Source: an optimization exercise on an open RTL-to-GDS flow (aim: small area). Production flows keep margins and buffers that such runs may drop. In this exercise RTL edits were held to simulation tests only and were not proved equivalent to the original. No activity file was given, so power comes from the tool's default toggle rates. No driver is modelled on the clock port, so clocking that relies on it looks cheaper here than on a real chip.

== the reference run ==
==> flow/design.v (excerpt) <==
module filters
(
	CLK,
	RST,
	HSync,
	VDE,
	Display,
	RGBin,
	Threshold,
	ProcessOut,
	DisplayOut
);
input         CLK;
input         RST;
input         HSync;
input         VDE;
input  [ 5:0] Display;
input  [23:0] RGBin;
input  [ 7:0] Threshold;
output        ProcessOut;
output [23:0] DisplayOut;
	wire [ 7:0] greyOut;
	wire        thresh1Out;
	wire [ 3:0] blur4;
	wire [ 7:0] blurOut = {2{blur4}};
	wire        thresh2Out = &blur4;
	wire        edgeOut;
	wire [23:0] mixOut;
	reg hSyncLast, hSyncLast2, hClk;
	always @(posedge CLK)
	begin
		hSyncLast  <= VDE;
		hSyncLast2 <= hSyncLast;
		hClk       <= hSyncLast && !hSyncLast2;
	end
	reg        ready, seen, working, sh, sh_n, phase;
	reg  [9:0] x;
	wire       inc       = VDE && !hClk && ready && x != 10'd961;
	wire [9:0] x_next    = inc ? x + 10'd1 : (hClk && ready) ? 10'd0 : x;
	wire       work_next = (x == 10'd960) ? 1'b0 : (x == 10'd320) ? 1'b1 : working;
	wire       sh_next   = work_next && x_next != 10'd960;
	always @(posedge CLK)
	begin
		if (!RST) begin
			ready   <= 1'b0;
			seen    <= 1'b0;
			working <= 1'b0;
  ...
Size in the first run: ~3,200 cells after synthesis, roughly 0.038 sq mm of cells after synthesis.
clock: 12.0 ns
lec_check: 0
cap_margin: 20
core_margin: 2
core_utilization: 45
cts_buf_list: sky130_fd_sc_hd__clkbuf_8
cts_cluster_diameter: 60
cts_cluster_size: 20
place_density: 0.6
slew_margin: 20
run.sh (not shown) runs the stock make flow with config.mk's settings and CLKGATE_MAP_FILE= SYNTH_SCRIPT=/design/flow/synth_recipe.tcl, a recipe that flattens the netlist after the stock synthesis.
The reference run: PASS, flow complete, no timing, DRC or antenna violations
The inputs of the trial run differ from those of the reference run as listed below.
# the reference run
export LEC_CHECK = 0
export CAP_MARGIN = 20
export CORE_MARGIN = 2
export CORE_UTILIZATION = 45
export CTS_BUF_LIST = sky130_fd_sc_hd__clkbuf_8
export CTS_CLUSTER_DIAMETER = 60
export CTS_CLUSTER_SIZE = 20
export PLACE_DENSITY = 0.6
export SLEW_MARGIN = 20
create_clock -name core_clock -period 12.0 [get_ports {CLK}]
# the trial run
export LEC_CHECK = 0
export CAP_MARGIN = 20
export CORE_MARGIN = 2
export CORE_UTILIZATION = 70
export CTS_BUF_LIST = sky130_fd_sc_hd__clkbuf_16
export CTS_CLUSTER_DIAMETER = 80
export CTS_CLUSTER_SIZE = 30
export PLACE_DENSITY = 0.8
export SLEW_MARGIN = 20
create_clock -name core_clock -period 12.0 [get_ports {CLK}]
Results
Relative to the reference run, setup slack after layout has decreased by 0.10 ns in the trial run.
The trial run vs. the reference run: worst hold margin has increased; minimum clock period after layout rose by 0.10 ns; fraction of area in multi-input gates has increased; non-clock buffer total of the final layout lost about 2.4%; clock network fraction of design power moved down.
The final reports for the trial run and the reference run show post-route clock period utilization higher in the former.
The trial run vs. the reference run: global-route met1 utilization grew by 12 points; slew at the pin closest to its max-slew limit shrank by 0.013 ns.
The reference run → the trial run: met3 track demand over resource went up; final instance area went down.

* * *

filters again, from the RTL that the note above started with.
make LEC_CHECK=0 CAP_MARGIN=20 CORE_MARGIN=2 CORE_UTILIZATION=45 PLACE_DENSITY=0.6 SLEW_MARGIN=20 finish   # period 12.0 ns
Then changed:
CTS_BUF_LIST = sky130_fd_sc_hd__clkbuf_16   (was default)
CTS_CLUSTER_DIAMETER = 80   (was default)
CTS_CLUSTER_SIZE = 30   (was default)
The new run went through all stages and came out clean.
Total power drops by 12%.
Setup slack gets worse by 47 ps.
Final area drops by 5.8%.
Sequential cell count does not change.
Via count drops by about 2%.
Routed wire length drops by about 3%.

* * *

The RTL this note starts from:
==> flow/design.v <==
module mkGreyscale(rgb_in, gry_out);
  input  [23 : 0] rgb_in;
  output [7 : 0] gry_out;
  wire [7 : 0] r = rgb_in[23:16], g = rgb_in[15:8], b = rgb_in[7:0];
  wire [8 : 0] c1, c2;
  wire [7 : 0] s1, s2;
  assign c1[1] = g[0] & b[0];
  genvar i;
  generate
    for (i = 1; i < 8; i = i + 1) begin : add1
      assign s1[i]   = g[i] ^ b[i] ^ c1[i];
      assign c1[i+1] = (g[i] & b[i]) | (c1[i] & (g[i] ^ b[i]));
    end
  endgenerate
  wire [7 : 0] h = {c1[8], s1[7:1]};
  assign c2[1] = h[0] & r[0];
  generate
    for (i = 1; i < 8; i = i + 1) begin : add2
      assign s2[i]   = h[i] ^ r[i] ^ c2[i];
      assign c2[i+1] = (h[i] & r[i]) | (c2[i] & (h[i] ^ r[i]));
    end
  endgenerate
  assign gry_out = {c2[8], s2[7:1]};
endmodule
module mkThreshold(gry_in, threshold, bin_out);
  input  [7 : 0] gry_in;
  input  [7 : 0] threshold;
  output bin_out;
  wire [8 : 0] c;
  assign c[0] = 1'b1;
  genvar i;
  generate
    for (i = 0; i < 8; i = i + 1) begin : cmp
      assign c[i+1] = (gry_in[i] & ~threshold[i]) | (c[i] & (gry_in[i] | ~threshold[i]));
    end
  endgenerate
  assign bin_out = c[8];
endmodule
module mkBlur(CLK, RST_N, ready, seen, working, sh, sh_n, phase, bin_in, blur_out);
  input  CLK;
  input  RST_N;
  input  ready;
  input  seen;
  input  working;
  input  sh;
  input  sh_n;
  input  phase;
  input  bin_in;
  output [3 : 0] blur_out;
  reg [638 : 0] lastRow;
  reg [1 : 0]   lastPxl;
  wire row_bit = sh && seen && (lastRow[638] ^ phase);
  assign blur_out = working ? { row_bit, lastPxl, bin_in } :
                    ready   ? {4{bin_in}} : 4'd0;
  always @(posedge CLK)
  begin
    lastRow <= ~((lastRow | {639{sh}}) &
                 ({lastRow[637 : 0], bin_in ^ phase} | {639{sh_n}}));
    if (!RST_N)
      lastPxl <= 2'd0;
    else if (working)
      lastPxl <= { bin_in, lastPxl[1] };
  end
endmodule
module mkEdge(CLK, ready, seen, working, sh, sh_n, phase, vde, bin_in, bin_out);
  input  CLK;
  input  ready;
  input  seen;
  input  working;
  input  sh;
  input  sh_n;
  input  phase;
  input  vde;
  input  bin_in;
  output bin_out;
  reg [638 : 0] lastRow;
  wire row_bit = sh && seen && (lastRow[638] ^ phase);
  assign bin_out = ready && (working ? (vde && row_bit && !bin_in) : bin_in);
  always @(posedge CLK)
    lastRow <= ~((lastRow | {639{sh}}) &
                 ({lastRow[637 : 0], bin_in ^ phase} | {639{sh_n}}));
endmodule
module mkMix(CLK,
	     RST_N,
	     bin_in,
	     rgb_in,
	     rgb_out);
  input  CLK;
  input  RST_N;
  input  bin_in;
  input  [23 : 0] rgb_in;
  output [23 : 0] rgb_out;
  wire [23 : 0] rgb_out;
  wire [7 : 0] blue__wget, green__wget, red__wget;
  assign rgb_out = { red__wget, green__wget, blue__wget } ;
  assign red__wget = bin_in ? 8'd255 : { 2'd0, rgb_in[23:18] } ;
  assign green__wget = bin_in ? 8'd255 : { 2'd0, rgb_in[15:10] } ;
  assign blue__wget = bin_in ? 8'd255 : { 2'd0, rgb_in[7:2] } ;
endmodule   
module filters
(
	CLK,
	RST,
	HSync,
	VDE,
	Display,
	RGBin,
	Threshold,
	ProcessOut,
	DisplayOut
);
input         CLK;
input         RST;
input         HSync;
input         VDE;
input  [ 5:0] Display;
input  [23:0] RGBin;
input  [ 7:0] Threshold;
output        ProcessOut;
output [23:0] DisplayOut;
	wire [ 7:0] greyOut;
	wire        thresh1Out;
	wire [ 3:0] blur4;
	wire [ 7:0] blurOut = {2{blur4}};
	wire        thresh2Out = &blur4;
	wire        edgeOut;
	wire [23:0] mixOut;
	reg hSyncLast, hSyncLast2, hClk;
	always @(posedge CLK)
	begin
		hSyncLast  <= VDE;
		hSyncLast2 <= hSyncLast;
		hClk       <= hSyncLast && !hSyncLast2;
	end
	localparam [9:0] X0   = 10'b0000000001;
	localparam [9:0] X320 = 10'b1001100000;
	localparam [9:0] X959 = 10'b0000111000;
	localparam [9:0] X960 = 10'b0001110000;
	localparam [9:0] X961 = 10'b0011100001;
	reg        seen, working, sh, sh_n, phase;
	reg  [9:0] x;
	wire       ready   = |x;
	wire       at320   = x == X320;
	wire       at959   = x == X959;
	wire       at960   = x == X960;
	wire [9:0] x_next  = hClk ? X0 : (x == X961) ? x : {x[8:0], x[9] ^ x[6]};
	wire       sh_next = at320 || (sh && !at959);
	always @(posedge CLK)
	begin
		if (!RST) begin
			seen    <= 1'b0;
			working <= 1'b0;
			sh      <= 1'b0;
			sh_n    <= 1'b1;
			phase   <= 1'b0;
			x       <= 10'd0;
		end else begin
			if (hClk && ready) seen <= 1'b1;
			if (at960) working <= 1'b0;
			else if (at320) working <= 1'b1;
			sh      <= sh_next;
			sh_n    <= !sh_next;
			phase   <= !phase;
			x       <= x_next;
		end
	end
	wire s54   = Display[5] | Display[4];
	wire s3    = !s54 && Display[3];
	wire s2    = !s54 && !Display[3] && Display[2];
	wire s1    = !s54 && !Display[3] && !Display[2] && Display[1];
	wire s0    = !s54 && !Display[3] && !Display[2] && !Display[1] && Display[0];
	wire snone = !s54 && !Display[3] && !Display[2] && !Display[1] && !Display[0];
	wire       common = (s54 && edgeOut) || (s3 && thresh2Out) || (s1 && thresh1Out);
	wire [7:0] chan   = {8{common}} | ({8{s2}} & blurOut) | ({8{s0}} & greyOut);
	assign ProcessOut = chan[7] || (snone && greyOut[7]);
	assign DisplayOut = {3{chan}} | ({24{snone}} & RGBin) |
	                    ({24{Display[5]}} & {2'b00, RGBin[23:18], 2'b00, RGBin[15:10], 2'b00, RGBin[7:2]});
	mkGreyscale Greyscale (
		.rgb_in     (RGBin),
		.gry_out    (greyOut)
	);
	mkThreshold Threshold1 (
		.threshold  (Threshold),
		.gry_in     (greyOut),
		.bin_out    (thresh1Out)
	);
	mkBlur Blur (
		.CLK        (CLK),
		.RST_N      (RST),
		.ready      (ready),
		.seen       (seen),
		.working    (working),
		.sh         (sh),
		.sh_n       (sh_n),
		.phase      (phase),
		.bin_in     (thresh1Out),
		.blur_out   (blur4)
	);
	mkEdge Edge (
		.CLK        (CLK),
		.ready      (ready),
		.seen       (seen),
		.working    (working),
		.sh         (sh),
		.sh_n       (sh_n),
		.phase      (phase),
		.vde        (VDE),
		.bin_in     (thresh2Out),
		.bin_out    (edgeOut)
	);
	mkMix Mix (
		.bin_in     (edgeOut),
		.rgb_in     (RGBin),
		.rgb_out    (mixOut)
	);
endmodule
==> flow/config.mk <==
export PLATFORM = sky130hd
export DESIGN_NAME = filters
export DESIGN_NICKNAME = filters
export VERILOG_FILES = /design/flow/design.v
export SDC_FILE = /design/flow/constraint.sdc
export NUM_CORES = 4
export LEC_CHECK = 0
export CAP_MARGIN = 20
export CORE_MARGIN = 2
export CORE_UTILIZATION = 75
export PLACE_DENSITY = 0.85
export SLEW_MARGIN = 20
==> flow/constraint.sdc <==
create_clock -name core_clock -period 12.0 [get_ports {CLK}]
set_input_delay 2.4000 -clock core_clock [delete_from_list [all_inputs] [get_ports {CLK}]]
set_output_delay 2.4000 -clock core_clock [all_outputs]
set_load 0.01 [all_outputs]
standard.sh (not shown) runs the stock make flow with config.mk's settings and CLKGATE_MAP_FILE= SYNTH_SCRIPT=/design/flow/synth_recipe.tcl, a recipe that flattens the netlist after the stock synthesis.
==> flow/flow/run.sh <==
#!/bin/bash
set -euo pipefail
export BUFFER_PORTS_ARGS="-buffer_cell sky130_fd_sc_hd__buf_1"
export CTS_ARGS="-sink_clustering_enable -repair_clock_nets -buf_list sky130_fd_sc_hd__clkbuf_16 -dont_use_dummy_load -sink_clustering_size 30 -sink_clustering_max_diameter 80"
bash standard.sh > standard.log 2>&1
==> next run, changes <==
==> flow/flow/run.sh (replaced) <==
#!/bin/bash
# The standard layout (standard.sh) with two changes:
#  - the ports are buffered with the smallest buffer cell, buf_1, instead of
#    the cell buffer_ports picks by default;
#  - clock tree synthesis puts up to 33 flip-flops (within 90 um) on each leaf clkbuf_16
#    and inserts no dummy loads.
# make's full output goes to standard.log in this folder; ORFS writes each
# step's own log under orfs/logs/.
set -euo pipefail
export BUFFER_PORTS_ARGS="-buffer_cell sky130_fd_sc_hd__buf_1"
export CTS_ARGS="-sink_clustering_enable -repair_clock_nets -buf_list sky130_fd_sc_hd__clkbuf_16 -sink_clustering_size 33 -sink_clustering_max_diameter 90 -dont_use_dummy_load"
bash standard.sh > standard.log 2>&1
Settings changed: CORE_UTILIZATION 75 to 70, PLACE_DENSITY 0.85 to 0.8.
Global-route usage decreases by 2.9 points.
Flip-flop and latch count stays the same.
Design area drops slightly.
Core utilization goes down by 5.8 points.
Wire length goes down by a little under a tenth.
Setup slack gets worse by 0.012 ns.
Die area climbs by a little under a tenth.
Critical path depth does not change.
Clock-buffer cell count drops by 4.
Final cell count came out higher slightly.
==> next run, changes <==
==> flow/flow/run.sh (replaced) <==
#!/bin/bash
set -euo pipefail
export BUFFER_PORTS_ARGS="-buffer_cell sky130_fd_sc_hd__buf_1"
export CTS_ARGS="-sink_clustering_enable -repair_clock_nets -dont_use_dummy_load -buf_list sky130_fd_sc_hd__clkbuf_16 -sink_clustering_size 33 -sink_clustering_max_diameter 90"
bash standard.sh > standard.log 2>&1
Settings changed: CAP_MARGIN 20 to 0, SLEW_MARGIN 20 to 0.
The changed run finished with timing, DRC and antenna clean.
Cell area is about the same.
Critical path depth is unchanged.
Combinational power barely changes.
Setup slack improves by 0.017 ns.
Power is about the same.
Global-route usage does not change.
Utilization drops by 0.14 points.
Via count barely changes.
==> next run, changes <==
==> flow/flow/run.sh (replaced) <==
#!/bin/bash
set -euo pipefail
export BUFFER_PORTS_ARGS="-buffer_cell sky130_fd_sc_hd__buf_1"
export CTS_ARGS="-sink_clustering_enable -repair_clock_nets -dont_use_dummy_load -buf_list sky130_fd_sc_hd__clkbuf_16 -sink_clustering_size 33 -sink_clustering_max_diameter 90 -tree_buf sky130_fd_sc_hd__clkbuf_8"
bash standard.sh > standard.log 2>&1
Settings changed: CAP_MARGIN 0 to 20, SLEW_MARGIN 0 to 20.
After rerunning: Setup slack gets worse by 0.017 ns. Cell count barely changes. Power stays flat. Non-clock buffer count climbs by 2. Area after synthesis is unchanged.
==> next run, changes <==
==> flow/flow/run.sh (replaced) <==
#!/bin/bash
set -euo pipefail
export BUFFER_PORTS_ARGS="-buffer_cell sky130_fd_sc_hd__buf_1"
export CTS_ARGS="-sink_clustering_enable -repair_clock_nets -buf_list sky130_fd_sc_hd__clkbuf_16 -dont_use_dummy_load -sink_clustering_size 33 -sink_clustering_max_diameter 90"
bash standard.sh > standard.log 2>&1
The changed run passed the timing, design-rule and antenna checks.
Combinational power barely changes.
Global-route usage stays the same.
Die area does not change.
First-iteration DRC count is unchanged.
Clock-buffer cell count stays the same.
Maximum frequency is unchanged.
Register-to-register slack barely changes.
Synthesized cell count is unchanged.
Routed wire length is unchanged.
Cell area stays the same.
Via count is unchanged.
==> next run, changes <==
==> flow/flow/run.sh (replaced) <==
#!/bin/bash
set -euo pipefail
export BUFFER_PORTS_ARGS="-buffer_cell sky130_fd_sc_hd__buf_1"
export CTS_ARGS="-sink_clustering_enable -repair_clock_nets -dont_use_dummy_load -buf_list sky130_fd_sc_hd__clkbuf_16 -sink_clustering_size 33 -sink_clustering_max_diameter 90 -sink_clustering_levels 1"
bash standard.sh > standard.log 2>&1
Effect: The new run completed without violations; worst setup slack does not change; core utilization stays the same; routed wire length is unchanged.

## static timing again, ports no longer ideal
How much do the figures lean on ideal ports? The routed layouts below were timed once more, with nothing changed but the port constraints. Step 1 assumes that a clkbuf_16 drives the clock port and a buf_2 every other input. Step 2, shift: input delay + t, output delay - t, t = (earliest + latest rising clock arrival at the registers) / 2. This alone moves slack from input paths to output paths. Slacks: no drivers / after step 1 / after step 2; pairs: no drivers / after step 1.
run	t (ns)	setup slack, ns	clock arrival spread, ns	worst slew at a driven data input, ns
the reference run	0.745	1.254 / 1.227 / 1.227	0.061 / 0.060	0.06
the trial run	0.671	1.150 / 1.128 / 1.128	0.051 / 0.051	0.07
the first run of note 2	0.718	1.280 / 1.253 / 1.253	0.032 / 0.031	0.06
the second run of note 2	0.674	1.232 / 1.205 / 1.205	0.062 / 0.063	0.06
the first run of note 3	0.662	1.381 / 1.353 / 1.353	0.051 / 0.050	0.06
the second run of note 3	0.645	1.368 / 1.338 / 1.338	0.065 / 0.064	0.05
the third run of note 3	0.645	1.386 / 1.353 / 1.353	0.064 / 0.065	0.05
the fourth run of note 3	0.645	1.368 / 1.338 / 1.338	0.065 / 0.064	0.05
the fifth run of note 3	0.645	1.368 / 1.338 / 1.338	0.065 / 0.064	0.05
the sixth run of note 3	0.645	1.368 / 1.338 / 1.338	0.065 / 0.064	0.05
After both steps setup and hold are still met in every run listed. For the third run of note 3, which loses most, drivers alone change the setup slack by -0.033 ns; drivers and shift together by -0.033 ns.
